This design comes from an exercise in tuning for small area, a short achievable clock period and few clock cycles per item on the open sky130 flow, not from production work. Function was not checked in any run shown here: the RTL went through the layout flow alone. Power is estimated from default activity; no workload was simulated.

==> flow/design.v (outline; a module is shown in full before it is edited, if it fits) <==
// module COMP_Control: 1185 lines
// module FA: 4 lines
// module FAX: 4 lines
// module XOR3: 3 lines
// module MAJ3: 3 lines
// module AOI21: 3 lines
// module OAI21: 3 lines
// module NAND2: 3 lines
// module NOR2: 3 lines
// module XOR2: 3 lines
// module XNOR2: 3 lines
module COMP_Control(
    input clock,
    input rst,
    input start_trigger,
    input reset_act,
    input reset_data,
    input signed [15:0] K0,
    input signed [15:0] K1,
    input signed [15:0] K2,
    input signed [17:0] setPoint,
    input signed [17:0] data,
    output reg busy,
    output wire signed [15:0] COMP_output
    );
  // ...
==> flow/flow/run.sh <==
#!/bin/bash
# The standard layout (standard.sh: the standard flow's synthesis, floorplan, placement,
# CTS, routing) at the design's clock period and constraints, with two
# changes to how hard the resizer works:
#  - repair_timing aims for a setup slack of SETUP_MARGIN ns instead of 0,
#    so the critical paths get sized and buffered although the 12 ns clock
#    would already be met;
#  - the port buffers are buf_2 cells rather than the resizer's pick.
set -euo pipefail
cd "$(dirname "$0")/.."
SETUP_MARGIN=$(cat flow/setup_margin.txt)
bash standard.sh "SETUP_SLACK_MARGIN=$SETUP_MARGIN" \
  "BUFFER_PORTS_ARGS=-buffer_cell sky130_fd_sc_hd__buf_2" finish > standard_make.log 2>&1
==> flow/flow/setup_margin.txt <==
7.0
==> flow/standard.sh <==
#!/bin/bash
# synth_recipe.tcl (not shown) runs the flow's synth.tcl, then flattens the netlist and writes it again
# the make line also repeats each setting of config.mk as NAME=value (left out here)
make -C /OpenROAD-flow-scripts/flow DESIGN_CONFIG=/design/flow/config.mk WORK_HOME=/design/flow/orfs CLKGATE_MAP_FILE= SYNTH_SCRIPT=/design/flow/synth_recipe.tcl "${@:-finish}"
==> flow/config.mk <==
export PLATFORM = sky130hd
export DESIGN_NAME = COMP_Control
export DESIGN_NICKNAME = COMP_Control
export VERILOG_FILES = /design/flow/design.v
export SDC_FILE = /design/flow/constraint.sdc
export NUM_CORES = 4
export LEC_CHECK = 0
export CAP_MARGIN = 20
export CORE_MARGIN = 2
export CORE_UTILIZATION = 40
export SLEW_MARGIN = 20
export SYNTH_HIERARCHICAL = 1
export SYNTH_MINIMUM_KEEP_SIZE = 0
==> flow/constraint.sdc <==
create_clock -name core_clock -period 12.0 [get_ports {clock}]
set_input_delay 2.4000 -clock core_clock [delete_from_list [all_inputs] [get_ports {clock}]]
set_output_delay 2.4000 -clock core_clock [all_outputs]
set_load 0.01 [all_outputs]
==> notes.md, run 1 <==
Worst R2R Start=sB; post-route cell area=around 20000 µm²; critical path's top delay family=XOR/XNOR gates; register bit total from synthesis=137; sw frac=0.3831; Setup Buffers After CTS=55; Critical Path AT=roughly 5.5 ns; chip width=209.5 µm; metal2 WL=approximately 26 mm; antenna violations before repair=0; Leakage=0.007523 µW; Comb power frac=0.557; critical path's slowest cell=fa_1; cells after synthesis=approximately 2000; cell repeated most along the worst path=xor3_1; minimum clock period=5.208 ns; met2 usage=0.4237; status=timing/DRC/antenna clean; Tap Cells=around 540; multi-input gate share of the layout cell area=0.7188; largest cells by area after synthesis=fa_1 (20%), dfxtp_1 (16%), xnor2_1 (11%), nand2_1 (9.2%), xor3_1 (6.3%); Clock Buffer Count=17; crit path cell chain=buf_2, inv_6, o21ai_4, buf_4, a22oi_1, xnor2_1, fa_2, fa_1, xor3_1, xor3_1, nand2_1, a21oi_1; top-count cell post-synth=nand2_1; RSZ-0062 raised after global routing=yes; sequential cell count=~140; Total Neg Setup Slack=0 ns; drt initial violations=1208; Max clock buf depth=2; worst setup margin=6.792 ns; Initial DRT Pass Iterations=6; GR peak layer=met2; Max Cap Violations=0; number of I/O port buffers=105; total number of cells along the worst setup path=12
==> inputs of run 2 (changes only) <==
--- a/flow/design.v
+++ b/flow/design.v
@@ -9,21 +9,22 @@
     input signed [15:0] K2,
     input signed [17:0] setPoint,
     input signed [17:0] data,
     output reg busy,
     output wire signed [15:0] COMP_output
     );
     reg [18:0] e0, e1, e2;
     reg [47:0] S, C;
+    reg [15:0] Kr;
     reg sB, sC;    
     wire load = start_trigger & ~busy & ~reset_act & ~rst;
     wire clr_all = rst | (reset_act & reset_data);
     wire [18:0] diff = {setPoint[17], setPoint} - {data[17], data};
-    wire [15:0] Km = (K2 & {16{~busy}}) | (K1 & {16{sB}}) | (K0 & {16{sC}});
+    wire [15:0] Km = busy ? Kr : K2;
     wire acc_en = load | busy;
     wire d0_one = e1[0] ^ 1'b0;
     wire d0_two = (e1[1] & ~e1[0] & ~1'b0) | (~e1[1] & e1[0] & 1'b0);
     wire d0_neg = (e1[1] & ~(e1[0] & 1'b0)) ^ sB;
     wire d0_pp0 = ((d0_one & Km[0])) ^ d0_neg;
     wire d0_pp1 = ((d0_one & Km[1]) | (d0_two & Km[0])) ^ d0_neg;
     wire d0_pp2 = ((d0_one & Km[2]) | (d0_two & Km[1])) ^ d0_neg;
     wire d0_pp3 = ((d0_one & Km[3]) | (d0_two & Km[2])) ^ d0_neg;
@@ -312,71 +313,71 @@
     FA uf45 (.a(d1_pp11), .b(d2_pp9), .c(d3_pp7), .s(f45_s), .co(f45_c));
     wire f46_s, f46_c;
     FA uf46 (.a(d4_pp5), .b(d5_pp3), .c(d6_pp1), .s(f46_s), .co(f46_c));
     wire f47_s, f47_c;
     FA uf47 (.a(h2_c), .b(d3_pp8), .c(d4_pp6), .s(f47_s), .co(f47_c));
     wire f48_s, f48_c;
     FA uf48 (.a(d5_pp4), .b(d6_pp2), .c(d7_pp0), .s(f48_s), .co(f48_c));
     wire f49_s, f49_c;
-    FAX uf49 (.a(d7_neg), .b(h4_s), .c(f3_s), .s(f49_s), .co(f49_c));
+    FA uf49 (.a(d7_neg), .b(h4_s), .c(f3_s), .s(f49_s), .co(f49_c));
     wire f50_s, f50_c;
     FA uf50 (.a(d3_pp9), .b(d4_pp7), .c(d5_pp5), .s(f50_s), .co(f50_c));
     wire f51_s, f51_c;
     FA uf51 (.a(d6_pp3), .b(d7_pp1), .c(h4_c), .s(f51_s), .co(f51_c));
     wire f52_s, f52_c;
-    FAX uf52 (.a(h6_s), .b(f3_c), .c(f5_s), .s(f52_s), .co(f52_c));
+    FA uf52 (.a(h6_s), .b(f3_c), .c(f5_s), .s(f52_s), .co(f52_c));
     wire f53_s, f53_c;
     FA uf53 (.a(d6_pp4), .b(d7_pp2), .c(d8_pp0), .s(f53_s), .co(f53_c));
     wire f54_s, f54_c;
     FA uf54 (.a(d8_neg), .b(h6_c), .c(h9_s), .s(f54_s), .co(f54_c));
     wire f55_s, f55_c;
-    FAX uf55 (.a(f5_c), .b(f7_s), .c(f8_s), .s(f55_s), .co(f55_c));
+    FA uf55 (.a(f5_c), .b(f7_s), .c(f8_s), .s(f55_s), .co(f55_c));
     wire f56_s, f56_c;
     FA uf56 (.a(f10_s), .b(d6_pp5), .c(d7_pp3), .s(f56_s), .co(f56_c));
     wire f57_s, f57_c;
     FA uf57 (.a(d8_pp1), .b(h9_c), .c(f7_c), .s(f57_s), .co(f57_c));
     wire f58_s, f58_c;
-    FAX uf58 (.a(f8_c), .b(f11_s), .c(f12_s), .s(f58_s), .co(f58_c));
+    FA uf58 (.a(f8_c), .b(f11_s), .c(f12_s), .s(f58_s), .co(f58_c));
     wire f59_s, f59_c;
     FA uf59 (.a(f10_c), .b(f13_s), .c(d9_pp0), .s(f59_s), .co(f59_c));
     wire f60_s, f60_c;
     FA uf60 (.a(d9_neg), .b(h16_s), .c(f11_c), .s(f60_s), .co(f60_c));
     wire f61_s, f61_c;
-    FAX uf61 (.a(f12_c), .b(f14_s), .c(f15_s), .s(f61_s), .co(f61_c));
+    FA uf61 (.a(f12_c), .b(f14_s), .c(f15_s), .s(f61_s), .co(f61_c));
     wire f62_s, f62_c;
     FA uf62 (.a(f13_c), .b(d8_pp3), .c(d9_pp1), .s(f62_s), .co(f62_c));
     wire f63_s, f63_c;
-    FAX uf63 (.a(h16_c), .b(f14_c), .c(f15_c), .s(f63_s), .co(f63_c));
+    FA uf63 (.a(h16_c), .b(f14_c), .c(f15_c), .s(f63_s), .co(f63_c));
     wire f64_s, f64_c;
-    FAX uf64 (.a(f17_s), .b(f18_s), .c(f19_s), .s(f64_s), .co(f64_c));
+    FA uf64 (.a(f17_s), .b(f18_s), .c(f19_s), .s(f64_s), .co(f64_c));
     wire f65_s, f65_c;
     FA uf65 (.a(f20_s), .b(d7_pp6), .c(d8_pp4), .s(f65_s), .co(f65_c));
     wire f66_s, f66_c;
     FA uf66 (.a(d9_pp2), .b(h22_s), .c(f17_c), .s(f66_s), .co(f66_c));
     wire f67_s, f67_c;
-    FAX uf67 (.a(f18_c), .b(f19_c), .c(f21_s), .s(f67_s), .co(f67_c));
+    FA uf67 (.a(f18_c), .b(f19_c), .c(f21_s), .s(f67_s), .co(f67_c));
     wire f68_s, f68_c;
     FA uf68 (.a(f20_c), .b(d6_pp9), .c(d7_pp7), .s(f68_s), .co(f68_c));
     wire f69_s, f69_c;
     FA uf69 (.a(d8_pp5), .b(d9_pp3), .c(h22_c), .s(f69_s), .co(f69_c));
     wire f70_s, f70_c;
-    FAX uf70 (.a(f21_c), .b(f23_s), .c(f24_s), .s(f70_s), .co(f70_c));
+    FA uf70 (.a(f21_c), .b(f23_s), .c(f24_s), .s(f70_s), .co(f70_c));
     wire f71_s, f71_c;
     FA uf71 (.a(f25_s), .b(d5_pp12), .c(d6_pp10), .s(f71_s), .co(f71_c));
     wire f72_s, f72_c;
     FA uf72 (.a(d7_pp8), .b(d8_pp6), .c(d9_pp4), .s(f72_s), .co(f72_c));
     wire f73_s, f73_c;
     FA uf73 (.a(h26_s), .b(f23_c), .c(f24_c), .s(f73_s), .co(f73_c));
     wire f74_s, f74_c;
     FA uf74 (.a(f25_c), .b(d4_pp15), .c(d5_pp13), .s(f74_s), .co(f74_c));
     wire f75_s, f75_c;
     FA uf75 (.a(d6_pp11), .b(d7_pp9), .c(d8_pp7), .s(f75_s), .co(f75_c));
     wire f76_s, f76_c;
-    FAX uf76 (.a(d9_pp5), .b(h26_c), .c(f27_s), .s(f76_s), .co(f76_c));
+    FA uf76 (.a(d9_pp5), .b(h26_c), .c(f27_s), .s(f76_s), .co(f76_c));
     wire f77_s, f77_c;
     FA uf77 (.a(C[24]), .b(h28_s), .c(d4_pp16), .s(f77_s), .co(f77_c));
     wire f78_s, f78_c;
     FA uf78 (.a(d5_pp14), .b(d6_pp12), .c(d7_pp10), .s(f78_s), .co(f78_c));
     wire f79_s, f79_c;
     FA uf79 (.a(d8_pp8), .b(d9_pp6), .c(f27_c), .s(f79_s), .co(f79_c));
     wire f80_s, f80_c;
     FA uf80 (.a(S[25]), .b(C[25]), .c(h28_c), .s(f80_s), .co(f80_c));
@@ -444,53 +445,53 @@
     FA uf111 (.a(f41_s), .b(f42_s), .c(f43_s), .s(f111_s), .co(f111_c));
     wire f112_s, f112_c;
     FA uf112 (.a(f41_c), .b(f42_c), .c(f43_c), .s(f112_s), .co(f112_c));
     wire f113_s, f113_c;
     FA uf113 (.a(f44_s), .b(f45_s), .c(f46_s), .s(f113_s), .co(f113_c));
     wire f114_s, f114_c;
     FA uf114 (.a(f44_c), .b(f45_c), .c(f46_c), .s(f114_s), .co(f114_c));
     wire f115_s, f115_c;
-    FAX uf115 (.a(f47_s), .b(f48_s), .c(f49_s), .s(f115_s), .co(f115_c));
+    FA uf115 (.a(f47_s), .b(f48_s), .c(f49_s), .s(f115_s), .co(f115_c));
     wire f116_s, f116_c;
     FA uf116 (.a(f47_c), .b(f48_c), .c(f50_s), .s(f116_s), .co(f116_c));
     wire f117_s, f117_c;
-    FAX uf117 (.a(f51_s), .b(f52_s), .c(f49_c), .s(f117_s), .co(f117_c));
+    FA uf117 (.a(f51_s), .b(f49_c), .c(f52_s), .s(f117_s), .co(f117_c));
     wire f118_s, f118_c;
     FA uf118 (.a(f50_c), .b(f53_s), .c(f51_c), .s(f118_s), .co(f118_c));
     wire f119_s, f119_c;
-    FAX uf119 (.a(f54_s), .b(f52_c), .c(f55_s), .s(f119_s), .co(f119_c));
+    FA uf119 (.a(f54_s), .b(f52_c), .c(f55_s), .s(f119_s), .co(f119_c));
     wire f120_s, f120_c;
     FA uf120 (.a(f53_c), .b(f56_s), .c(f54_c), .s(f120_s), .co(f120_c));
     wire f121_s, f121_c;
-    FAX uf121 (.a(f57_s), .b(f55_c), .c(f58_s), .s(f121_s), .co(f121_c));
+    FA uf121 (.a(f57_s), .b(f55_c), .c(f58_s), .s(f121_s), .co(f121_c));
     wire f122_s, f122_c;
     FA uf122 (.a(f56_c), .b(f59_s), .c(f57_c), .s(f122_s), .co(f122_c));
     wire f123_s, f123_c;
-    FAX uf123 (.a(f58_c), .b(f61_s), .c(f60_s), .s(f123_s), .co(f123_c));
+    FA uf123 (.a(f60_s), .b(f58_c), .c(f61_s), .s(f123_s), .co(f123_c));
     wire f124_s, f124_c;
-    FAX uf124 (.a(f59_c), .b(f62_s), .c(f60_c), .s(f124_s), .co(f124_c));
+    FA uf124 (.a(f59_c), .b(f62_s), .c(f60_c), .s(f124_s), .co(f124_c));
     wire f125_s, f125_c;
-    FAX uf125 (.a(f63_s), .b(f61_c), .c(f64_s), .s(f125_s), .co(f125_c));
+    FA uf125 (.a(f61_c), .b(f63_s), .c(f64_s), .s(f125_s), .co(f125_c));
     wire f126_s, f126_c;
-    FAX uf126 (.a(f62_c), .b(f65_s), .c(f66_s), .s(f126_s), .co(f126_c));
+    FA uf126 (.a(f62_c), .b(f65_s), .c(f66_s), .s(f126_s), .co(f126_c));
     wire f127_s, f127_c;
-    FAX uf127 (.a(f63_c), .b(f67_s), .c(f64_c), .s(f127_s), .co(f127_c));
+    FA uf127 (.a(f63_c), .b(f64_c), .c(f67_s), .s(f127_s), .co(f127_c));
     wire f128_s, f128_c;
     FA uf128 (.a(f65_c), .b(f68_s), .c(f69_s), .s(f128_s), .co(f128_c));
     wire f129_s, f129_c;
-    FAX uf129 (.a(f66_c), .b(f70_s), .c(f67_c), .s(f129_s), .co(f129_c));
+    FA uf129 (.a(f66_c), .b(f67_c), .c(f70_s), .s(f129_s), .co(f129_c));
     wire f130_s, f130_c;
     FA uf130 (.a(f68_c), .b(f71_s), .c(f72_s), .s(f130_s), .co(f130_c));
     wire f131_s, f131_c;
-    FAX uf131 (.a(f69_c), .b(f70_c), .c(f73_s), .s(f131_s), .co(f131_c));
+    FA uf131 (.a(f69_c), .b(f70_c), .c(f73_s), .s(f131_s), .co(f131_c));
     wire f132_s, f132_c;
     FA uf132 (.a(f71_c), .b(f72_c), .c(f74_s), .s(f132_s), .co(f132_c));
     wire f133_s, f133_c;
-    FAX uf133 (.a(f75_s), .b(f76_s), .c(f73_c), .s(f133_s), .co(f133_c));
+    FA uf133 (.a(f75_s), .b(f73_c), .c(f76_s), .s(f133_s), .co(f133_c));
     wire f134_s, f134_c;
     FA uf134 (.a(f74_c), .b(f75_c), .c(f77_s), .s(f134_s), .co(f134_c));
     wire f135_s, f135_c;
     FA uf135 (.a(f78_s), .b(f76_c), .c(f79_s), .s(f135_s), .co(f135_c));
     wire f136_s, f136_c;
     FA uf136 (.a(f80_s), .b(f77_c), .c(f78_c), .s(f136_s), .co(f136_c));
     wire f137_s, f137_c;
     FA uf137 (.a(f81_s), .b(f82_s), .c(f79_c), .s(f137_s), .co(f137_c));
@@ -552,37 +553,37 @@
     FA uf165 (.a(f106_c), .b(f108_s), .c(f107_c), .s(f165_s), .co(f165_c));
     wire f166_s, f166_c;
     FA uf166 (.a(f108_c), .b(f109_c), .c(f110_s), .s(f166_s), .co(f166_c));
     wire f167_s, f167_c;
     FA uf167 (.a(f110_c), .b(f111_c), .c(f112_s), .s(f167_s), .co(f167_c));
     wire f168_s, f168_c;
     FA uf168 (.a(f112_c), .b(f113_c), .c(f114_s), .s(f168_s), .co(f168_c));
     wire f169_s, f169_c;
-    FAX uf169 (.a(f114_c), .b(f116_s), .c(f115_c), .s(f169_s), .co(f169_c));
+    FA uf169 (.a(f114_c), .b(f116_s), .c(f115_c), .s(f169_s), .co(f169_c));
     wire f170_s, f170_c;
-    FAX uf170 (.a(f116_c), .b(f118_s), .c(f117_c), .s(f170_s), .co(f170_c));
+    FA uf170 (.a(f116_c), .b(f118_s), .c(f117_c), .s(f170_s), .co(f170_c));
     wire f171_s, f171_c;
-    FAX uf171 (.a(f118_c), .b(f120_s), .c(f119_c), .s(f171_s), .co(f171_c));
+    FA uf171 (.a(f118_c), .b(f120_s), .c(f119_c), .s(f171_s), .co(f171_c));
     wire f172_s, f172_c;
-    FAX uf172 (.a(f120_c), .b(f122_s), .c(f121_c), .s(f172_s), .co(f172_c));
+    FA uf172 (.a(f120_c), .b(f122_s), .c(f121_c), .s(f172_s), .co(f172_c));
     wire f173_s, f173_c;
-    FAX uf173 (.a(f124_s), .b(f122_c), .c(f123_c), .s(f173_s), .co(f173_c));
+    FA uf173 (.a(f122_c), .b(f124_s), .c(f123_c), .s(f173_s), .co(f173_c));
     wire f174_s, f174_c;
-    FAX uf174 (.a(f126_s), .b(f124_c), .c(f125_c), .s(f174_s), .co(f174_c));
+    FA uf174 (.a(f124_c), .b(f126_s), .c(f125_c), .s(f174_s), .co(f174_c));
     wire f175_s, f175_c;
-    FAX uf175 (.a(f128_s), .b(f126_c), .c(f127_c), .s(f175_s), .co(f175_c));
+    FA uf175 (.a(f128_s), .b(f126_c), .c(f127_c), .s(f175_s), .co(f175_c));
     wire f176_s, f176_c;
-    FAX uf176 (.a(f130_s), .b(f128_c), .c(f129_c), .s(f176_s), .co(f176_c));
+    FA uf176 (.a(f130_s), .b(f128_c), .c(f129_c), .s(f176_s), .co(f176_c));
     wire f177_s, f177_c;
-    FAX uf177 (.a(f130_c), .b(f132_s), .c(f131_c), .s(f177_s), .co(f177_c));
+    FA uf177 (.a(f130_c), .b(f132_s), .c(f131_c), .s(f177_s), .co(f177_c));
     wire f178_s, f178_c;
-    FAX uf178 (.a(f132_c), .b(f134_s), .c(f133_c), .s(f178_s), .co(f178_c));
+    FA uf178 (.a(f132_c), .b(f134_s), .c(f133_c), .s(f178_s), .co(f178_c));
     wire f179_s, f179_c;
-    FAX uf179 (.a(f134_c), .b(f136_s), .c(f137_s), .s(f179_s), .co(f179_c));
+    FA uf179 (.a(f134_c), .b(f136_s), .c(f137_s), .s(f179_s), .co(f179_c));
     wire f180_s, f180_c;
     FA uf180 (.a(f138_s), .b(f136_c), .c(f139_s), .s(f180_s), .co(f180_c));
     wire f181_s, f181_c;
     FA uf181 (.a(f140_s), .b(f138_c), .c(f139_c), .s(f181_s), .co(f181_c));
     wire f182_s, f182_c;
     FA uf182 (.a(f142_s), .b(f140_c), .c(f141_c), .s(f182_s), .co(f182_c));
     wire f183_s, f183_c;
     FA uf183 (.a(f142_c), .b(f144_s), .c(f143_c), .s(f183_s), .co(f183_c));
@@ -646,41 +647,41 @@
     FA uf212 (.a(f107_s), .b(f163_c), .c(f164_s), .s(f212_s), .co(f212_c));
     wire f213_s, f213_c;
     FA uf213 (.a(f109_s), .b(f164_c), .c(f165_s), .s(f213_s), .co(f213_c));
     wire f214_s, f214_c;
     FA uf214 (.a(f111_s), .b(f165_c), .c(f166_s), .s(f214_s), .co(f214_c));
     wire f215_s, f215_c;
     FA uf215 (.a(f113_s), .b(f166_c), .c(f167_s), .s(f215_s), .co(f215_c));
     wire f216_s, f216_c;
-    FA uf216 (.a(f115_s), .b(f167_c), .c(f168_s), .s(f216_s), .co(f216_c));
+    FA uf216 (.a(f167_c), .b(f115_s), .c(f168_s), .s(f216_s), .co(f216_c));
     wire f217_s, f217_c;
-    FAX uf217 (.a(f117_s), .b(f168_c), .c(f169_s), .s(f217_s), .co(f217_c));
+    FA uf217 (.a(f168_c), .b(f117_s), .c(f169_s), .s(f217_s), .co(f217_c));
     wire f218_s, f218_c;
-    FAX uf218 (.a(f119_s), .b(f169_c), .c(f170_s), .s(f218_s), .co(f218_c));
+    FA uf218 (.a(f119_s), .b(f169_c), .c(f170_s), .s(f218_s), .co(f218_c));
     wire f219_s, f219_c;
-    FAX uf219 (.a(f121_s), .b(f171_s), .c(f170_c), .s(f219_s), .co(f219_c));
+    FA uf219 (.a(f121_s), .b(f170_c), .c(f171_s), .s(f219_s), .co(f219_c));
     wire f220_s, f220_c;
-    FAX uf220 (.a(f123_s), .b(f171_c), .c(f172_s), .s(f220_s), .co(f220_c));
+    FA uf220 (.a(f123_s), .b(f171_c), .c(f172_s), .s(f220_s), .co(f220_c));
     wire f221_s, f221_c;
-    FAX uf221 (.a(f125_s), .b(f173_s), .c(f172_c), .s(f221_s), .co(f221_c));
+    FA uf221 (.a(f125_s), .b(f172_c), .c(f173_s), .s(f221_s), .co(f221_c));
     wire f222_s, f222_c;
-    FAX uf222 (.a(f127_s), .b(f174_s), .c(f173_c), .s(f222_s), .co(f222_c));
+    FA uf222 (.a(f127_s), .b(f173_c), .c(f174_s), .s(f222_s), .co(f222_c));
     wire f223_s, f223_c;
-    FAX uf223 (.a(f129_s), .b(f175_s), .c(f174_c), .s(f223_s), .co(f223_c));
+    FA uf223 (.a(f129_s), .b(f174_c), .c(f175_s), .s(f223_s), .co(f223_c));
     wire f224_s, f224_c;
-    FAX uf224 (.a(f131_s), .b(f176_s), .c(f175_c), .s(f224_s), .co(f224_c));
+    FA uf224 (.a(f131_s), .b(f175_c), .c(f176_s), .s(f224_s), .co(f224_c));
     wire f225_s, f225_c;
-    FAX uf225 (.a(f133_s), .b(f177_s), .c(f176_c), .s(f225_s), .co(f225_c));
+    FA uf225 (.a(f133_s), .b(f176_c), .c(f177_s), .s(f225_s), .co(f225_c));
     wire f226_s, f226_c;
-    FAX uf226 (.a(f135_s), .b(f178_s), .c(f177_c), .s(f226_s), .co(f226_c));
+    FA uf226 (.a(f135_s), .b(f177_c), .c(f178_s), .s(f226_s), .co(f226_c));
     wire f227_s, f227_c;
-    FAX uf227 (.a(f135_c), .b(f179_s), .c(f178_c), .s(f227_s), .co(f227_c));
+    FA uf227 (.a(f135_c), .b(f178_c), .c(f179_s), .s(f227_s), .co(f227_c));
     wire f228_s, f228_c;
-    FAX uf228 (.a(f137_c), .b(f180_s), .c(f179_c), .s(f228_s), .co(f228_c));
+    FA uf228 (.a(f137_c), .b(f180_s), .c(f179_c), .s(f228_s), .co(f228_c));
     wire f229_s, f229_c;
     FA uf229 (.a(f141_s), .b(f180_c), .c(f181_s), .s(f229_s), .co(f229_c));
     wire f230_s, f230_c;
     FA uf230 (.a(f143_s), .b(f181_c), .c(f182_s), .s(f230_s), .co(f230_c));
     wire f231_s, f231_c;
     FA uf231 (.a(f145_s), .b(f182_c), .c(f183_s), .s(f231_s), .co(f231_c));
     wire f232_s, f232_c;
     FA uf232 (.a(f147_s), .b(f183_c), .c(f184_s), .s(f232_s), .co(f232_c));
@@ -1078,38 +1079,38 @@
     assign S_n[11] = f212_c;
     assign C_n[11] = f213_s;
     assign S_n[12] = f213_c;
     assign C_n[12] = f214_s;
     assign S_n[13] = f214_c;
     assign C_n[13] = f215_s;
     assign S_n[14] = f215_c;
     assign C_n[14] = f216_s;
-    assign S_n[15] = f217_s;
-    assign C_n[15] = f216_c;
+    assign S_n[15] = f216_c;
+    assign C_n[15] = f217_s;
     assign S_n[16] = f217_c;
     assign C_n[16] = f218_s;
     assign S_n[17] = f218_c;
     assign C_n[17] = f219_s;
     assign S_n[18] = f219_c;
     assign C_n[18] = f220_s;
-    assign S_n[19] = f221_s;
-    assign C_n[19] = f220_c;
-    assign S_n[20] = f222_s;
-    assign C_n[20] = f221_c;
-    assign S_n[21] = f223_s;
-    assign C_n[21] = f222_c;
-    assign S_n[22] = f224_s;
-    assign C_n[22] = f223_c;
-    assign S_n[23] = f225_s;
-    assign C_n[23] = f224_c;
-    assign S_n[24] = f226_s;
-    assign C_n[24] = f225_c;
-    assign S_n[25] = f227_s;
-    assign C_n[25] = f226_c;
+    assign S_n[19] = f220_c;
+    assign C_n[19] = f221_s;
+    assign S_n[20] = f221_c;
+    assign C_n[20] = f222_s;
+    assign S_n[21] = f222_c;
+    assign C_n[21] = f223_s;
+    assign S_n[22] = f223_c;
+    assign C_n[22] = f224_s;
+    assign S_n[23] = f224_c;
+    assign C_n[23] = f225_s;
+    assign S_n[24] = f225_c;
+    assign C_n[24] = f226_s;
+    assign S_n[25] = f226_c;
+    assign C_n[25] = f227_s;
     assign S_n[26] = f228_s;
     assign C_n[26] = f227_c;
     assign S_n[27] = f229_s;
     assign C_n[27] = f228_c;
     assign S_n[28] = f229_c;
     assign C_n[28] = f230_s;
     assign S_n[29] = f230_c;
     assign C_n[29] = f231_s;
@@ -1145,16 +1146,17 @@
     assign C_n[44] = f246_s;
     assign S_n[45] = f246_c;
     assign C_n[45] = f247_s;
     assign S_n[46] = f247_c;
     assign C_n[46] = f248_s;
     assign S_n[47] = f248_c;
     assign C_n[47] = f249_s;
     always @(posedge clock) begin
+        Kr <= sB ? K0 : K1;
         if (rst) begin
             busy <= 1'b0;
             sB <= 1'b0;
             sC <= 1'b0;
         end else begin
             busy <= load | sB;
             sB <= load;
             sC <= sB;
==> notes.md, run 2 <==
HP Class=reg -> reg (unchanged); Mapped Area=16570 µm² (was 16900 µm²); DIE HEIGHT=207.5 µm (was 209.5 µm); Synth Warn #=7 (unchanged); antenna violations before repair=0 (unchanged); HPWL reported at the end of detailed placement=35.15 mm (was 37.66 mm); largest cells by area after synthesis=fa_1 (25%), dfxtp_1 (18%), xnor2_1 (11%), nand2_1 (8.5%), a22oi_1 (5.4%) (was fa_1 (20%), dfxtp_1 (16%), xnor2_1 (11%), nand2_1 (9.2%), xor3_1 (6.3%)); top cells by count, synth=nand2_1 (375), fa_1 (211), xnor2_1 (203) (was nand2_1 (415), xnor2_1 (213), fa_1 (166)); minimum clock period=5.438 ns (was 5.208 ns); Finished Layout Cells=2529 (was 2640); critical path launch point type=input pin (unchanged); Setup crit end kind=flip-flop (unchanged); Placed Area=17680 µm² (was 18220 µm²); vias in the first global route=14080 (was 15070); number of I/O port buffers=105 (unchanged); Synth area leader=fa_1 (unchanged); leading cell type in the layout, fill and taps excluded=nand2_1 (unchanged); PD cells=117.9 nW/µm² (was 125.8 nW/µm²); Fmax=183.9 MHz (was 192.0 MHz); worst vdd ir=0.00009263 V (was 0.00009530 V); GRT Overall Usage=0.2339 (was 0.2439); Critical Path AT=5.74 ns (was 5.51 ns); Syn Area/Cell=8.670 µm² (was 8.510 µm²); post-route cell area=19140 µm² (was 20030 µm²); cell repeated most along the worst path=fa_2 (was xor3_1); CP max FO=6 (was 11); Max Cap Violations=0 (unchanged); Clock H-tree levels=4 (unchanged); via count=13950 (was 14750); Post-synth EDFFs=0 (unchanged); Die ar.=43060 µm² (was 43910 µm²); antenna cells=0 (unchanged); Seq/Total Area, Yosys=0.1837 (was 0.1623); Overflow after GRT=0 (unchanged); chip width=207.5 µm (was 209.5 µm); residual DRC count=0 (unchanged); CTS tree=yes (unchanged); Max clock buf depth=2 (unchanged); TritonCTS Buffers=17 (unchanged); final hold viol count=0 (unchanged); Avg WL per Cell=19.54 µm (was 20.02 µm); share of cells above drive strength 1=0.2444 (was 0.2670); register bit total from synthesis=152 (was 137); crit path cell chain=buf_6, mux2_4, a22oi_2, xnor2_2, fa_1, fa_1, fa_2, fa_2, fa_2, nand2_1, a21oi_1 (was buf_2, inv_6, o21ai_4, buf_4, a22oi_1, xnor2_1, fa_2, fa_1, xor3_1, xor3_1, nand2_1, a21oi_1); RSZ-0062 raised after global routing=yes (unchanged); most frequent cells in the layout=nand2_1 (375), xnor2_1 (189), a21oi_1 (141) (was nand2_1 (379), xnor2_1 (204), a21oi_1 (149)); area grow syn2layout=15.53% (was 18.51%); Initial Util=0.4058 (was 0.4038); cts hold-fix bufs=0 (unchanged); Total Neg Setup Slack=0 ns (unchanged); Leakage=0.006944 µW (was 0.007523 µW); critical path's largest stage delay=0.61 ns (was 0.55 ns); placed insts=2456 (was 2538); Clock Tree Root=clkbuf_16 (unchanged); drt initial violations=1255 (was 1208); Skew-Pair Late Insertion Delay=0.45 ns (was 0.46 ns); CTS clk-pin slew, worst paths=0.07 ns (about the same); WL final=49.41 mm (was 52.85 mm); GP Congestion=0.9939 (was 0.9125); Worst Max-Slew Pin Slew=1.147 ns (was 1.168 ns); cells after synthesis=1911 (was 1986); final setup vio count=0 (unchanged); Slew headroom=0.2296 (was 0.2212); Yosys top cell area share=0.2549 (was 0.1966); biggest regs=C (48), S (48) (unchanged); Finished Core Util=0.4688 (was 0.4785); Setup CP Type=in -> reg (unchanged); critical path's slowest cell=fa_1 (unchanged); io pins=106 (unchanged); top-count cell post-synth=nand2_1 (unchanged); fill count=3895 (was 4026); Worst EP required=12.30 ns (about the same); core area=40830 µm² (was 41850 µm²); Detail Route Antenna Nets=0 (unchanged); largest net degree at the start of global routing=99 (was 98); Cell variety after synth=61 (unchanged); Via density=5.517 (was 5.588); # rows=74 (was 75); final layout net count=2336 (was 2394); Primary FF master, synth=dfxtp_1 (unchanged); ys async rst share=0 (unchanged); period utilization=0.4532 (was 0.4340); status=timing/DRC/antenna clean (unchanged); global-route wire length before repair=79.38 mm (was 83.61 mm); clock skew=0.01124 ns (was 0.02315 ns); clock sinks=152 (was 137); Slew Limit Fails=0 (unchanged); Initial DRT Pass Iterations=5 (was 6)
[run 2: metal layers]
metal  vias up  wire [µm]  track usage
li1       6539          -            -
met1      6794      21600       0.3177
met2       501      22670       0.3680
met3       119       3162      0.04236
met4         0       1977      0.09631
met5         -          0            0
[run 2: worst paths after layout]
| check | cells after the start | slack (ns) | from | endpoint |
|---|---|---|---|---|
| worst max-delay path | 11 | 6.56 | K2[15] | C[20] |
| worst min-delay path | 2 | 0.45 | e0[13] | e1[13] |
| worst max register to register | 11 | 6.57 | sB | C[20] |
| worst min register to register | 2 | 0.45 | e0[13] | e1[13] |
[run 2: Yosys stat by module (local to each module, per instance)]
| module | cells | cell area (µm²) | copies in the design |
|---|---|---|---|
| NOR2 | 1 | 3.754 | 107 |
| AOI21 | 1 | 8.758 | 55 |
| FA | 1 | 20.02 | 210 |
| OAI21 | 1 | 5.005 | 79 |
| NAND2 | 1 | 3.754 | 92 |
| COMP_Control | 1368 | 10740 | 1 |
[run 2: final cells by class]
| type | count | area (µm²) | area share |
|---|---|---|---|
| timing repair buffer | 155 | 1005 | 0.05249 |
| clock buffer | 20 | 466.7 | 0.02438 |
| tap | 532 | 665.6 | 0.03478 |
| inverter | 60 | 225.2 | 0.01177 |
| multi-input combinational | 1599 | 13580 | 0.7096 |
| sequential | 152 | 3059 | 0.1598 |
| clock inverter | 11 | 136.4 | 0.007125 |
[run 2: cells by family after synthesis]
family / after synthesis / synth area share
mux: 38 / 0.02734
other cells: 1 / 0.0002263
simple gates: 574 / 0.1396
xor+xnor: 236 / 0.1252
compound gates: 477 / 0.1866
fa+ha+maj: 262 / 0.2935
buf+inv: 171 / 0.04388
flops: 152 / 0.1837
[run 2: worst max-delay path, delay by kind of cell]
| family | cells | cell delay [ns] |
|---|---|---|
| AND/OR/NAND/NOR | 1 | 0.07 |
| adder cells (fa/ha/maj) | 5 | 2.43 |
| multiplexers | 1 | 0.33 |
| XOR/XNOR | 1 | 0.09 |
| buffers and inverters | 1 | 0.10 |
| AO/OA/AOI/OAI | 2 | 0.31 |
[run 2: through the flow]
step	power [µW]	setup slack, ns	hold WS (ns)
global route	2449	6.526	0.4581
detailed placement	1624	6.026	0.4379
global placement	1610	6.004	0.4369
finish	2256	6.562	0.4500
floorplan	1374	6.374	0.4274
CTS	2253	6.582	0.4418
[run 2: what timing repair did]
action | 4_1_cts | 5_1_grt
resized for setup | 91 | 47
gates cloned | 5 | 0
pin swaps | 65 | 25
buffers inserted | 35 | 1
endpoints found under the hold margin | 0 | 0
setup endpoints to repair | 33 | 57
[run 2: power breakdown]
part,internal (µW),switching [µW]
clock network,326,244
logic,482,569
registers,554,81.7
==> inputs of run 3 (changes only) <==
==> flow/flow/setup_margin.txt (replaced) <==
6.6
==> notes.md, run 3 <==
Place WS=5.980 ns (was 6.026 ns); GP Congestion=0.9694 (was 0.9939); Die ar.=43060 µm² (unchanged); Via density=5.466 (was 5.517); Leakage=0.006848 µW (was 0.006944 µW); Detail Route Antenna Nets=0 (unchanged); final setup vio count=0 (unchanged); period utilization=0.4585 (was 0.4532); Synth area leader=fa_1 (unchanged); Cell variety after synth=61 (unchanged); HPWL reported at the end of detailed placement=34.73 mm (was 35.15 mm); antenna violations before repair=1 (was 0); Seq/Total Area, Yosys=0.1837 (unchanged); area grow syn2layout=12.42% (was 15.53%); Buf/Inv on CP=2 (was 1); Finished Layout Cells=2526 (was 2529); register bit total from synthesis=152 (unchanged); RSZ-0062 raised after global routing=yes (unchanged); number of I/O port buffers=105 (unchanged); Initial DRT Pass Iterations=7 (was 5); cts hold-fix bufs=0 (unchanged); via count=13810 (was 13950); HP Class=reg -> reg (unchanged); worst vdd ir=0.00006699 V (was 0.00009263 V); Worst Max-Slew Pin Slew=1.089 ns (was 1.147 ns); Mapped Area=16570 µm² (unchanged); minimum clock period=5.502 ns (was 5.438 ns); Slew headroom=0.2738 (was 0.2296); core area=40830 µm² (unchanged); TritonCTS Buffers=17 (unchanged); Setup crit end kind=flip-flop (unchanged); Overflow after GRT=0 (unchanged); Primary FF master, synth=dfxtp_1 (unchanged); largest cells by area after synthesis=fa_1 (25%), dfxtp_1 (18%), xnor2_1 (11%), nand2_1 (8.5%), a22oi_1 (5.4%) (unchanged); CTS clk-pin slew, worst paths=0.07 ns (about the same); global-route wire length before repair=76.94 mm (was 79.38 mm); leading cell type in the layout, fill and taps excluded=nand2_1 (unchanged); Worst EP required=12.30 ns (about the same); final hold viol count=0 (unchanged); cells after synthesis=1911 (unchanged); drt initial violations=1255 (unchanged); most frequent cells in the layout=nand2_1 (375), xnor2_1 (200), fa_1 (173) (was nand2_1 (375), xnor2_1 (189), a21oi_1 (141)); total net switching power=869.4 µW (was 894.6 µW); GRT Overall Usage=0.2245 (was 0.2339); top cells by count, synth=nand2_1 (375), fa_1 (211), xnor2_1 (203) (unchanged); CTS tree=yes (unchanged); Setup CP Type=in -> reg (unchanged); sw frac=0.3976 (was 0.3965); Min Hold Slack=0.4414 ns (was 0.4500 ns); Slew Limit Fails=0 (unchanged); biggest regs=C (48), S (48) (unchanged); Max clock buf depth=2 (unchanged); Critical Path AT=5.80 ns (was 5.74 ns); Skew-Pair Late Insertion Delay=0.46 ns (was 0.45 ns); placed insts=2460 (was 2456); chip width=207.5 µm (unchanged); Fmax=181.7 MHz (was 183.9 MHz); internal power=1317 µW (was 1362 µW); crit path cell chain=buf_6, mux2_4, buf_12, a22oi_2, xnor2_2, fa_2, fa_2, fa_2, fa_2, fa_1, nand2_1, a21oi_1 (was buf_6, mux2_4, a22oi_2, xnor2_2, fa_1, fa_1, fa_2, fa_2, fa_2, nand2_1, a21oi_1); Reg power frac=0.288 (was 0.282); Yosys top cell area share=0.2549 (unchanged); Syn Area/Cell=8.670 µm² (unchanged); final layout net count=2331 (was 2336); PD cells=117.4 nW/µm² (was 117.9 nW/µm²); residual DRC count=0 (unchanged); Clock Tree Root=clkbuf_16 (unchanged); critical path's slowest cell=fa_2 (was fa_1); # rows=74 (unchanged); clock share of power=0.247 (was 0.252); share of cells above drive strength 1=0.1897 (was 0.2444); vias in the first global route=14050 (was 14080); critical path's top delay family=adder cells (unchanged); largest net degree at the start of global routing=99 (unchanged); critical path launch point type=input pin (unchanged); clock sinks=152 (unchanged); worst setup margin=6.498 ns (was 6.562 ns); Avg WL per Cell=18.84 µm (was 19.54 µm); ys async rst share=0 (unchanged); DIE HEIGHT=207.5 µm (unchanged); Initial Util=0.4058 (unchanged); Max Cap Violations=0 (unchanged); top-count cell post-synth=nand2_1 (unchanged); Clock H-tree levels=4 (unchanged); CP max FO=7 (was 6); Synth Warn #=7 (unchanged); clock skew=0.01912 ns (was 0.01124 ns); status=timing/DRC/antenna clean (unchanged); Total Neg Setup Slack=0 ns (unchanged); Post-synth EDFFs=0 (unchanged); io pins=106 (unchanged); WL final=47.59 mm (was 49.41 mm); critical path's largest stage delay=0.55 ns (was 0.61 ns); cell repeated most along the worst path=fa_2 (unchanged); Comb power frac=0.465 (was 0.466)
-- run 3: changes by cell type in the layout (fill, tap and decap cells not counted), moves of 6 or more --
cell | before | now
o21ai_1 | 79 | 87
buf_4 | 39 | 45
fa_2 | 81 | 38
xnor2_2 | 15 | 4
xnor2_1 | 189 | 200
fa_1 | 130 | 173
nor2_1 | 124 | 139
a22oi_1 | 74 | 93
buf_6 | 13 | 3
dfxtp_2 | 13 | 2
nor2_2 | 17 | 2
o21ai_2 | 9 | 1
dfxtp_1 | 139 | 150
a22oi_2 | 46 | 27
-- run 3: layer usage --
metal / global-route usage / share of wire / wire length [µm]
met1: 0.3082 / 0.45 / 21490
met2: 0.3562 / 0.46 / 21770
met3: 0.04070 / 0.063 / 2988
met4: 0.07808 / 0.028 / 1332
met5: 0 / 0 / 0
-- run 3: Yosys stat by module, one instance, submodules excluded --
module        area, µm²  flops+latches
COMP_Control      10740            152
NAND2             3.754              0
OAI21             5.005              0
FA                20.02              0
NOR2              3.754              0
AOI21             8.758              0
-- run 3: path summary, 6_finish.rpt --
| path | start | to | slack [ns] | cells past startpoint |
|---|---|---|---|---|
| worst max-delay path | K2[14] | C[22] | 6.50 | 12 |
| worst min-delay path | e0[9] | e1[9] | 0.44 | 2 |
| worst max register to register | sB | C[22] | 6.85 | 11 |
| worst min register to register | e0[9] | e1[9] | 0.44 | 2 |
-- run 3: power by group through the flow --
stage	clock (µW)	combinational, µW	sequential, µW
after floorplan	0	750	613
after global placement	0	961	638
after detailed placement	0	974	640
after CTS	550	998	629
after global routing	573	1170	640
final	540	1020	630
-- run 3: kinds of logic after synthesis --
kind of cell | after synthesis | share of synthesized area
other | 1 | 0.0002263
buffers and inverters | 171 | 0.04388
AOI/OAI and AO/OA | 477 | 0.1866
and+or+nand+nor | 574 | 0.1396
adders and majority gates | 262 | 0.2935
xor gates and xnor gates | 236 | 0.1252
DFF | 152 | 0.1837
muxes | 38 | 0.02734
-- run 3: timing repair --
item                                    in CTS  in global routing
endpoints found under the hold margin        0                  0
resized for setup                            8                 37
gates cloned                                 0                  1
pin swaps                                    2                 31
endpoints found under the setup margin      10                 22
setup buffers                               23                  8
-- run 3: worst min-delay path, cell delays in order, from the launching register on --
cell,delay (ns)
dfxtp_1,0.31
nand2_1,0.05
a21oi_1,0.05
-- run 3: through the flow --
step | utilization | cell area, µm² | power [µW]
detailed placement | 0.4307 | 17590 | 1615
finish | 0.4562 | 18630 | 2187
floorplan | - | 16830 | 1362
global route | 0.4561 | 18620 | 2378
global placement | 0.4307 | 17590 | 1599
CTS | 0.4503 | 18390 | 2176
-- run 3: layout make-up --
| type | instances | area (µm²) |
|---|---|---|
| inverter | 60 | 225.2 |
| multi-input combinational | 1595 | 13170 |
| timing repair buffer | 154 | 932.1 |
| antenna | 1 | 2.502 |
| tap | 532 | 665.6 |
| fill | 3916 | 22210 |
| clock inverter | 12 | 116.4 |
| sequential | 152 | 3045 |
| clock buffer | 20 | 466.7 |
==> inputs of run 4 (changes only) <==
==> flow/flow/setup_margin.txt (replaced) <==
6.2
==> notes.md, run 4 <==
status=timing/DRC/antenna clean (unchanged); critical path's top delay family=adder cells (unchanged); share of cells above drive strength 1=0.1378 (was 0.1897); Die ar.=43060 µm² (unchanged); final layout net count=2298 (was 2331); crit path cell chain=buf_2, mux2_2, a22oi_1, xnor2_1, fa_1, fa_1, fa_1, fa_1, fa_1, nand2_1, a21oi_1 (was buf_6, mux2_4, buf_12, a22oi_2, xnor2_2, fa_2, fa_2, fa_2, fa_2, fa_1, nand2_1, a21oi_1); chip width=207.5 µm (unchanged); Cell variety after synth=61 (unchanged); total power=2138 µW (was 2187 µW); Initial DRT Pass Iterations=6 (was 7); RSZ-0062 raised after global routing=no (was yes); Mapped Area=16570 µm² (unchanged); clock skew=0.01421 ns (was 0.01912 ns); minimum clock period=5.636 ns (was 5.502 ns); CP max FO=19 (was 7); critical path's largest stage delay=0.51 ns (was 0.55 ns); via count=13540 (was 13810); critical path launch point type=input pin (unchanged); Primary FF master, synth=dfxtp_1 (unchanged); cell repeated most along the worst path=fa_1 (was fa_2); Max clock buf depth=2 (unchanged); post-cts sizing count=0 (was 8); TritonCTS Buffers=17 (unchanged); CTS tree=yes (unchanged); Yosys top cell area share=0.2549 (unchanged); cells after synthesis=1911 (unchanged); worst vdd ir=0.0001212 V (was 0.00006699 V); Skew-Pair Late Insertion Delay=0.45 ns (was 0.46 ns); ys async rst share=0 (unchanged); Max Cap Violations=0 (unchanged); fill count=4009 (was 3916); Synth Warn #=7 (unchanged); HP Class=reg -> reg (unchanged); Syn Area/Cell=8.670 µm² (unchanged); PD cells=118.7 nW/µm² (was 117.4 nW/µm²); Via density=5.432 (was 5.466); Seq/Total Area, Yosys=0.1837 (unchanged); Avg WL per Cell=18.59 µm (was 18.84 µm); Setup Buffers After CTS=0 (was 23); vias in the first global route=14010 (was 14050); Synth area leader=fa_1 (unchanged); largest cells by area after synthesis=fa_1 (25%), dfxtp_1 (18%), xnor2_1 (11%), nand2_1 (8.5%), a22oi_1 (5.4%) (unchanged); Setup CP Type=in -> reg (unchanged); io pins=106 (unchanged); GP Congestion=0.9904 (was 0.9694); number of I/O port buffers=105 (unchanged); Initial Util=0.4058 (unchanged); Critical Path AT=6.01 ns (was 5.80 ns); Worst EP required=12.38 ns (was 12.30 ns); clock sinks=152 (unchanged); HPWL reported at the end of detailed placement=34.64 mm (was 34.73 mm); top cells by count, synth=nand2_1 (375), fa_1 (211), xnor2_1 (203) (unchanged); register bit total from synthesis=152 (unchanged); critical hold path startpoint=e0[12] (was e0[9]); largest net degree at the start of global routing=99 (unchanged); WL final=46.36 mm (was 47.59 mm); Leakage=0.006674 µW (was 0.006848 µW); global-route wire length before repair=76.00 mm (was 76.94 mm); final setup vio count=0 (unchanged); Clock H-tree levels=4 (unchanged); biggest regs=C (48), S (48) (unchanged); critical path startpoint=K2[10] (was K2[14]); cts hold-fix bufs=0 (unchanged); Overflow after GRT=0 (unchanged); most frequent cells in the layout=nand2_1 (375), fa_1 (211), xnor2_1 (203) (was nand2_1 (375), xnor2_1 (200), fa_1 (173)); Setup crit end kind=flip-flop (unchanged); top-count cell post-synth=nand2_1 (unchanged); period utilization=0.4697 (was 0.4585); Detail Route Antenna Nets=0 (unchanged); # rows=74 (unchanged); Worst Max-Slew Pin Slew=1.088 ns (was 1.089 ns); CTS clk-pin slew, worst paths=0.07 ns (about the same); Slew Limit Fails=0 (unchanged); area grow syn2layout=8.715% (was 12.42%); Clock Tree Root=clkbuf_16 (unchanged); core area=40830 µm² (unchanged); Total Neg Setup Slack=0 ns (unchanged); critical path's slowest cell=fa_1 (was fa_2); Buf/Inv on CP=1 (was 2); GRT Overall Usage=0.2211 (was 0.2245); leading cell type in the layout, fill and taps excluded=nand2_1 (unchanged); drt initial violations=1000 (was 1255); Fmax=177.4 MHz (was 181.7 MHz); residual DRC count=0 (unchanged); Post-synth EDFFs=0 (unchanged); Slew headroom=0.2745 (was 0.2738); final hold viol count=0 (unchanged); Worst R2R Start=e1[5] (was sB); antenna violations before repair=1 (unchanged); DIE HEIGHT=207.5 µm (unchanged)
## run 4: cell counts after synthesis
No cell type changed its count.
## run 4: logic make-up (layout without fill, tap and decap cells)
kind of cell    Yosys count  in the layout  share of synthesized area
simple gates            574            574                     0.1396
compound gates          477            477                     0.1866
fa+ha+maj               262            262                     0.2935
xor+xnor                236            236                     0.1252
buf+inv                 171            214                    0.04388
flops                   152            152                     0.1837
mux                      38             38                    0.02734
other cells               1              8                  0.0002263
## run 4: power by group
part           internal (µW)  total, µW  leakage, µW  switching [µW]
logic                    426        964      0.00515             538
registers                552        629      0.00124            76.8
clock network            294        545     0.000285             251
total                   1270       2140      0.00667             866
## run 4: worst register-to-register path: stages, from the launching register on
cell and delay [ns]:
dfxtp_1 0.46, ha_1 0.19, nor2b_1 0.05, xnor2_1 0.81
inv_2 0.56, xnor2_1 0.37, fa_1 0.48, fa_1 0.48
fa_1 0.50, fa_1 0.47, fa_1 0.49, nand2_1 0.05
a21oi_1 0.15
## run 4: per-module statistics from Yosys, one instance, submodules excluded
| module | flops+latches | cells inside | area, µm² | times used |
|---|---|---|---|---|
| NOR2 | 0 | 1 | 3.754 | 107 |
| NAND2 | 0 | 1 | 3.754 | 92 |
| OAI21 | 0 | 1 | 5.005 | 79 |
| FA | 0 | 1 | 20.02 | 210 |
| AOI21 | 0 | 1 | 8.758 | 55 |
| COMP_Control | 152 | 1368 | 10740 | 1 |
## run 4: routing by layer
metal  global-route usage  part of all wire  up-vias
li1                     -                 -     6463
met1               0.2953              0.45     6571
met2               0.3536              0.46      422
met3              0.04085             0.061       86
met4              0.09015             0.032        0
met5                    0                 0        -
## run 4: worst paths after layout
path / end / slack [ns] / depth (start not counted)
hold reg to reg: e1[12] / 0.45 / 2
setup / recovery: C[20] / 6.36 / 11
setup reg to reg: C[20] / 6.88 / 12
hold / removal: e1[12] / 0.45 / 2
## run 4: metrics by stage
step | hold WS, ns | setup WS, ns | std cells | area, µm² | utilization
2_1_floorplan | 0.4274 | 6.250 | 1917 | 16590 | -
6_report | 0.4488 | 6.364 | 2493 | 18010 | 0.4411
5_1_grt | 0.4719 | 6.231 | 2492 | 18010 | 0.4411
3_5_place_dp | 0.4391 | 5.910 | 2460 | 17430 | 0.4268
4_1_cts | 0.4502 | 6.383 | 2492 | 18010 | 0.4410
3_3_place_gp | 0.4335 | 5.913 | 2460 | 17430 | 0.4268
## run 4: cell type report
type                       count  area, µm²  area share
inverter                      60      225.2     0.01250
multi-input combinational   1594      12840      0.7126
timing repair buffer         122      656.9     0.03647
tap                          532      665.6     0.03695
clock buffer                  17      425.4     0.02362
sequential                   152       3045      0.1691
clock inverter                15      155.1    0.008614
antenna                        1      2.502   0.0001389
==> inputs of run 5 (changes only) <==
==> flow/flow/setup_margin.txt (replaced) <==
5.4
==> notes.md, run 5 <==
Cell variety after synth=61 (unchanged); Comb power frac=0.451 (about the same); Via density=5.432 (unchanged); biggest regs=C (48), S (48) (unchanged); Detail Route Antenna Nets=0 (unchanged); Worst Max-Slew Pin Slew=1.088 ns (unchanged); period utilization=0.4697 (unchanged); cts hold-fix bufs=0 (unchanged); Syn Area/Cell=8.670 µm² (unchanged); Leakage=0.006674 µW (unchanged); reg2reg path depth=12 (unchanged); global-route wire length before repair=76.00 mm (unchanged); vias in the first global route=14010 (unchanged); total net switching power=865.7 µW (unchanged); io pins=106 (unchanged); top cells by count, synth=nand2_1 (375), fa_1 (211), xnor2_1 (203) (unchanged); top-count cell post-synth=nand2_1 (unchanged); Seq/Total Area, Yosys=0.1837 (unchanged); Slew Limit Fails=0 (unchanged); reg2reg end=C[20] (unchanged); critical path startpoint=K2[10] (unchanged); HPWL reported at the end of detailed placement=34.64 mm (unchanged); Die ar.=43060 µm² (unchanged); cell repeated most along the worst path=fa_1 (unchanged); CTS clk-pin slew, worst paths=0.07 ns (about the same); most frequent cells in the layout=nand2_1 (375), fa_1 (211), xnor2_1 (203) (unchanged); crit path capture=C[20] (unchanged); residual DRC count=0 (unchanged); Setup Buffers After CTS=0 (unchanged); WL final=46.36 mm (unchanged); final hold viol count=0 (unchanged); Finished Core Util=0.4411 (unchanged); sw frac=0.4049 (unchanged); Fmax=177.4 MHz (unchanged); antenna violations before repair=1 (unchanged); CTS tree=yes (unchanged); final setup vio count=0 (unchanged); Max clock buf depth=2 (unchanged); Primary FF master, synth=dfxtp_1 (unchanged); largest net degree at the start of global routing=99 (unchanged); core area=40830 µm² (unchanged); via count=13540 (unchanged); Max Cap Violations=0 (unchanged); Setup CP Type=in -> reg (unchanged); final layout net count=2298 (unchanged); number of I/O port buffers=105 (unchanged); Skew-Pair Late Insertion Delay=0.45 ns (about the same); fill count=4009 (unchanged); Initial Util=0.4058 (unchanged); cells after synthesis=1911 (unchanged); worst setup margin=6.364 ns (unchanged); Synth Warn #=7 (unchanged); Critical Path AT=6.01 ns (about the same); Initial DRT Pass Iterations=6 (unchanged); Clock Tree Root=clkbuf_16 (unchanged); leading cell type in the layout, fill and taps excluded=nand2_1 (unchanged); Avg WL per Cell=18.59 µm (unchanged); Setup crit end kind=flip-flop (unchanged); TritonCTS Buffers=17 (unchanged); Buf/Inv on CP=1 (unchanged); Overflow after GRT=0 (unchanged); register bit total from synthesis=152 (unchanged); PD cells=118.7 nW/µm² (unchanged); Reg2Reg Setup Slack=6.88 ns (about the same); CP max FO=19 (unchanged); critical path's top delay family=adder cells (unchanged); critical path's largest stage delay=0.51 ns (about the same); Place WS=5.910 ns (unchanged); critical path's slowest cell=fa_1 (unchanged); # rows=74 (unchanged); internal power=1272 µW (unchanged); Worst EP required=12.38 ns (about the same); Total Neg Setup Slack=0 ns (unchanged); HP Class=reg -> reg (unchanged); Worst R2R Start=e1[5] (unchanged); GP Congestion=0.9904 (unchanged); Reg power frac=0.294 (about the same); ys async rst share=0 (unchanged); RSZ-0062 raised after global routing=no (unchanged); clock sinks=152 (unchanged); Yosys top cell area share=0.2549 (unchanged); post-cts sizing count=0 (unchanged); total number of cells along the worst setup path=11 (unchanged); worst vdd ir=0.0001212 V (unchanged); Slew headroom=0.2745 (unchanged); critical path launch point type=input pin (unchanged); area grow syn2layout=8.715% (unchanged); chip width=207.5 µm (unchanged); Clock H-tree levels=4 (unchanged); minimum clock period=5.636 ns (unchanged); GRT Overall Usage=0.2211 (unchanged); status=timing/DRC/antenna clean (unchanged); DIE HEIGHT=207.5 µm (unchanged); Post-synth EDFFs=0 (unchanged); crit path cell chain=buf_2, mux2_2, a22oi_1, xnor2_1, fa_1, fa_1, fa_1, fa_1, fa_1, nand2_1, a21oi_1 (unchanged); Synth area leader=fa_1 (unchanged); share of cells above drive strength 1=0.1378 (unchanged); largest cells by area after synthesis=fa_1 (25%), dfxtp_1 (18%), xnor2_1 (11%), nand2_1 (8.5%), a22oi_1 (5.4%) (unchanged); Mapped Area=16570 µm² (unchanged); clock share of power=0.255 (about the same); drt initial violations=1000 (unchanged); clock skew=0.01421 ns (unchanged)
==> run 5: cell counts after synthesis <==
No cell type changed its count.
==> run 5: cell families after synthesis <==
kind of cell               share of synthesized area
adders and majority gates                     0.2935
DFF                                           0.1837
buffers and inverters                        0.04388
and+or+nand+nor                               0.1396
AOI/OAI and AO/OA                             0.1866
xor gates and xnor gates                      0.1252
other                                      0.0002263
muxes                                        0.02734
==> run 5: Yosys stat by module (local to each module, per instance) <==
| module | cells | area, µm² | flip-flops and latches | copies in the design |
|---|---|---|---|---|
| COMP_Control | 1368 | 10740 | 152 | 1 |
| FA | 1 | 20.02 | 0 | 210 |
| AOI21 | 1 | 8.758 | 0 | 55 |
| OAI21 | 1 | 5.005 | 0 | 79 |
| NAND2 | 1 | 3.754 | 0 | 92 |
| NOR2 | 1 | 3.754 | 0 | 107 |
==> run 5: through the flow <==
step	area, µm²	total power, µW	cells	hold slack [ns]
6_report	18010	2138	2493	0.4488
5_1_grt	18010	2325	2492	0.4719
4_1_cts	18010	2159	2492	0.4502
3_5_place_dp	17430	1594	2460	0.4391
3_3_place_gp	17430	1578	2460	0.4335
2_1_floorplan	16590	1343	1917	0.4274
==> run 5: worst min-delay path by stage <==
| stage | startpoint | end | slack (ns) | cells after the start |
|---|---|---|---|---|
| floorplan | e0[10] | e1[10] | 0.43 | 2 |
| global placement | e0[12] | e1[12] | 0.43 | 2 |
| detailed placement | e0[12] | e1[12] | 0.44 | 2 |
| CTS | e0[12] | e1[12] | 0.45 | 2 |
| global route | e0[9] | e1[9] | 0.47 | 2 |
| finish | e0[12] | e1[12] | 0.45 | 2 |
==> run 5: layout make-up <==
type / instances / area [µm²] / area share
Inverter: 60 / 225.2 / 0.01250
Tap cell: 532 / 665.6 / 0.03695
Antenna cell: 1 / 2.502 / 0.0001389
Multi-Input combinational cell: 1594 / 12840 / 0.7126
Sequential cell: 152 / 3045 / 0.1691
Clock inverter: 15 / 155.1 / 0.008614
Clock buffer: 17 / 425.4 / 0.02362
Timing Repair Buffer: 122 / 656.9 / 0.03647
==> run 5: routing by layer <==
| layer | track usage | routed length, µm | vias to the layer above |
|---|---|---|---|
| met1 | 0.2953 | 20700 | 6571 |
| met5 | 0 | 0 | - |
| li1 | - | - | 6463 |
| met3 | 0.04085 | 2826 | 86 |
| met2 | 0.3536 | 21350 | 422 |
| met4 | 0.09015 | 1479 | 0 |
==> run 5: power by group through the flow <==
stage	clock network [µW]	logic, µW	registers, µW
after global routing	575	1110	640
final	545	964	629
after CTS	559	971	629
after global placement	0	939	638
after floorplan	0	730	613
after detailed placement	0	953	641
==> run 5: worst register-to-register path, cell delays in order (launching register included) <==
cell and delay, ns:
dfxtp_1 0.46, ha_1 0.19, nor2b_1 0.05, xnor2_1 0.81, inv_2 0.56, xnor2_1 0.37
fa_1 0.48, fa_1 0.48, fa_1 0.50, fa_1 0.47, fa_1 0.49, nand2_1 0.05
a21oi_1 0.15
==> inputs of run 6 (changes only) <==
==> flow/flow/setup_margin.txt (replaced) <==
5.8
==> notes.md, run 6 <==
status=timing/DRC/antenna clean (unchanged); final layout net count=2298 (unchanged); Reg2Reg Setup Slack=6.88 ns (about the same); Worst EP required=12.38 ns (about the same); TritonCTS Buffers=17 (unchanged); Initial Util=0.4058 (unchanged); Detail Route Antenna Nets=0 (unchanged); Post-synth EDFFs=0 (unchanged); Worst Max-Slew Pin Slew=1.088 ns (unchanged); PD cells=118.7 nW/µm² (unchanged); DIE HEIGHT=207.5 µm (unchanged); Max clock buf depth=2 (unchanged); Critical Path AT=6.01 ns (about the same); Leakage=0.006674 µW (unchanged); fill count=4009 (unchanged); Finished Core Util=0.4411 (unchanged); Min Hold Slack=0.4488 ns (unchanged); Synth area leader=fa_1 (unchanged); share of cells above drive strength 1=0.1378 (unchanged); WL final=46.36 mm (unchanged); Setup CP Type=in -> reg (unchanged); HPWL reported at the end of detailed placement=34.64 mm (unchanged); drt initial violations=1000 (unchanged); Total Neg Setup Slack=0 ns (unchanged); crit path capture=C[20] (unchanged); final setup vio count=0 (unchanged); Initial DRT Pass Iterations=6 (unchanged); Worst R2R Start=e1[5] (unchanged); Fmax=177.4 MHz (unchanged); reg2reg path depth=12 (unchanged); Die ar.=43060 µm² (unchanged); Synth Warn #=7 (unchanged); biggest regs=C (48), S (48) (unchanged); HP Class=reg -> reg (unchanged); clock skew=0.01421 ns (unchanged); most frequent cells in the layout=nand2_1 (375), fa_1 (211), xnor2_1 (203) (unchanged); Max Cap Violations=0 (unchanged); critical path startpoint=K2[10] (unchanged); Seq/Total Area, Yosys=0.1837 (unchanged); Skew-Pair Late Insertion Delay=0.45 ns (about the same); leading cell type in the layout, fill and taps excluded=nand2_1 (unchanged); final hold viol count=0 (unchanged); minimum clock period=5.636 ns (unchanged); register bit total from synthesis=152 (unchanged); Syn Area/Cell=8.670 µm² (unchanged); worst setup margin=6.364 ns (unchanged); critical path launch point type=input pin (unchanged); largest net degree at the start of global routing=99 (unchanged); Setup Buffers After CTS=0 (unchanged); Mapped Area=16570 µm² (unchanged); reg2reg end=C[20] (unchanged); cts hold-fix bufs=0 (unchanged); Clock Tree Root=clkbuf_16 (unchanged); Clock H-tree levels=4 (unchanged); Slew Limit Fails=0 (unchanged); ys async rst share=0 (unchanged); CTS clk-pin slew, worst paths=0.07 ns (about the same); top-count cell post-synth=nand2_1 (unchanged); # rows=74 (unchanged); Setup crit end kind=flip-flop (unchanged); cells after synthesis=1911 (unchanged); io pins=106 (unchanged); via count=13540 (unchanged); Yosys top cell area share=0.2549 (unchanged); Primary FF master, synth=dfxtp_1 (unchanged); Overflow after GRT=0 (unchanged); critical path's slowest cell=fa_1 (unchanged); vias in the first global route=14010 (unchanged); CP max FO=19 (unchanged); number of I/O port buffers=105 (unchanged); crit path cell chain=buf_2, mux2_2, a22oi_1, xnor2_1, fa_1, fa_1, fa_1, fa_1, fa_1, nand2_1, a21oi_1 (unchanged); CTS tree=yes (unchanged); Avg WL per Cell=18.59 µm (unchanged); global-route wire length before repair=76.00 mm (unchanged); Via density=5.432 (unchanged); period utilization=0.4697 (unchanged); clock sinks=152 (unchanged); Cell variety after synth=61 (unchanged); residual DRC count=0 (unchanged); cell repeated most along the worst path=fa_1 (unchanged); area grow syn2layout=8.715% (unchanged); antenna violations before repair=1 (unchanged); post-cts sizing count=0 (unchanged); critical path's largest stage delay=0.51 ns (about the same); largest cells by area after synthesis=fa_1 (25%), dfxtp_1 (18%), xnor2_1 (11%), nand2_1 (8.5%), a22oi_1 (5.4%) (unchanged); GRT Overall Usage=0.2211 (unchanged); RSZ-0062 raised after global routing=no (unchanged); Place WS=5.910 ns (unchanged); GP Congestion=0.9904 (unchanged); top cells by count, synth=nand2_1 (375), fa_1 (211), xnor2_1 (203) (unchanged); Slew headroom=0.2745 (unchanged); worst vdd ir=0.0001212 V (unchanged); core area=40830 µm² (unchanged); chip width=207.5 µm (unchanged)
[run 6: cell counts after synthesis]
No cell type changed its count.
[run 6: cell families after synthesis]
kind of cell	share of synthesized area
buffers and inverters	0.04388
multiplexers	0.02734
adder cells (fa/ha/maj)	0.2935
AO/OA/AOI/OAI	0.1866
flip-flops	0.1837
XOR/XNOR	0.1252
AND/OR/NAND/NOR	0.1396
other	0.0002263
[run 6: layer usage]
layer	GRT usage	wire (µm)	vias to the layer above
li1	-	-	6463
met1	0.2953	20700	6571
met2	0.3536	21350	422
met3	0.04085	2826	86
met4	0.09015	1479	0
met5	0	0	-
[run 6: worst max-delay path: cells and delay by family]
family,cells,cell delay [ns]
AO/OA/AOI/OAI,2,0.45
AND/OR/NAND/NOR,1,0.05
adder cells (fa/ha/maj),5,2.43
multiplexers,1,0.45
XOR/XNOR,1,0.13
buffers and inverters,1,0.09
[run 6: cell type report]
| cell class | instances | area, µm² | share of cell area |
|---|---|---|---|
| well taps | 532 | 665.6 | 0.03695 |
| clock inverters | 15 | 155.1 | 0.008614 |
| repair buffers | 122 | 656.9 | 0.03647 |
| diodes | 1 | 2.502 | 0.0001389 |
| inverters | 60 | 225.2 | 0.01250 |
| flip-flops and latches | 152 | 3045 | 0.1691 |
| multi-input cells | 1594 | 12840 | 0.7126 |
| clock buffers | 17 | 425.4 | 0.02362 |
[run 6: Yosys stat by module (local to each module, per instance)]
module | area, µm² | times used | cells inside
COMP_Control | 10740 | 1 | 1368
AOI21 | 8.758 | 55 | 1
NOR2 | 3.754 | 107 | 1
NAND2 | 3.754 | 92 | 1
OAI21 | 5.005 | 79 | 1
FA | 20.02 | 210 | 1
[run 6: how the worst min path moves through the flow]
| stage | start | endpoint | slack, ns | depth (start not counted) |
|---|---|---|---|---|
| after floorplan | e0[10] | e1[10] | 0.43 | 2 |
| after global placement | e0[12] | e1[12] | 0.43 | 2 |
| after detailed placement | e0[12] | e1[12] | 0.44 | 2 |
| after CTS | e0[12] | e1[12] | 0.45 | 2 |
| after global routing | e0[9] | e1[9] | 0.47 | 2 |
| final | e0[12] | e1[12] | 0.45 | 2 |
[run 6: through the flow]
stage          cell area [µm²]  power, µW  std cells
2_1_floorplan            16590       1343       1917
3_3_place_gp             17430       1578       2460
3_5_place_dp             17430       1594       2460
4_1_cts                  18010       2159       2492
5_1_grt                  18010       2325       2492
6_report                 18010       2138       2493
[run 6: report_power, final]
| part | internal (µW) | switching (µW) | total [µW] |
|---|---|---|---|
| sequential | 552 | 76.8 | 629 |
| combinational | 426 | 538 | 964 |
| clock | 294 | 251 | 545 |
| total | 1270 | 866 | 2140 |

==> port drivers added, routing unchanged <==
Ports are ideal in the flow. The routed layouts listed here were re-timed in OpenROAD. Step 1 sets driving cells, clkbuf_16 on the clock port and buf_2 on the other inputs (assumed; they add their load-dependent delay and slew). Step 2 adds t to the input delays and takes it off the output delays; t is the mean of the earliest and latest rising clock arrival at the registers after step 1. Input paths then give back, and output paths get back, about the clock's delay inside the block. Three values: ideal ports, drivers, drivers and shift; two values: the first two.
run	t (ns)	slack for setup (ns)	hold slack, ns	worst slew at a driven data input, ns
run 1	0.497	6.792 / 6.822 / 6.325	0.454 / 0.454 / 0.454	0.07
run 2	0.496	6.562 / 6.547 / 6.051	0.450 / 0.450 / 0.450	0.08
run 3	0.502	6.498 / 6.521 / 6.019	0.441 / 0.441 / 0.441	0.06
run 4	0.503	6.364 / 6.384 / 5.881	0.449 / 0.449 / 0.449	0.06
run 5	0.503	6.364 / 6.384 / 5.881	0.449 / 0.449 / 0.449	0.06
run 6	0.503	6.364 / 6.384 / 5.881	0.449 / 0.449 / 0.449	0.06
After both steps setup and hold are still met in every run listed. For run 2, which loses most, drivers alone change the setup slack by -0.015 ns; drivers and shift together by -0.511 ns.
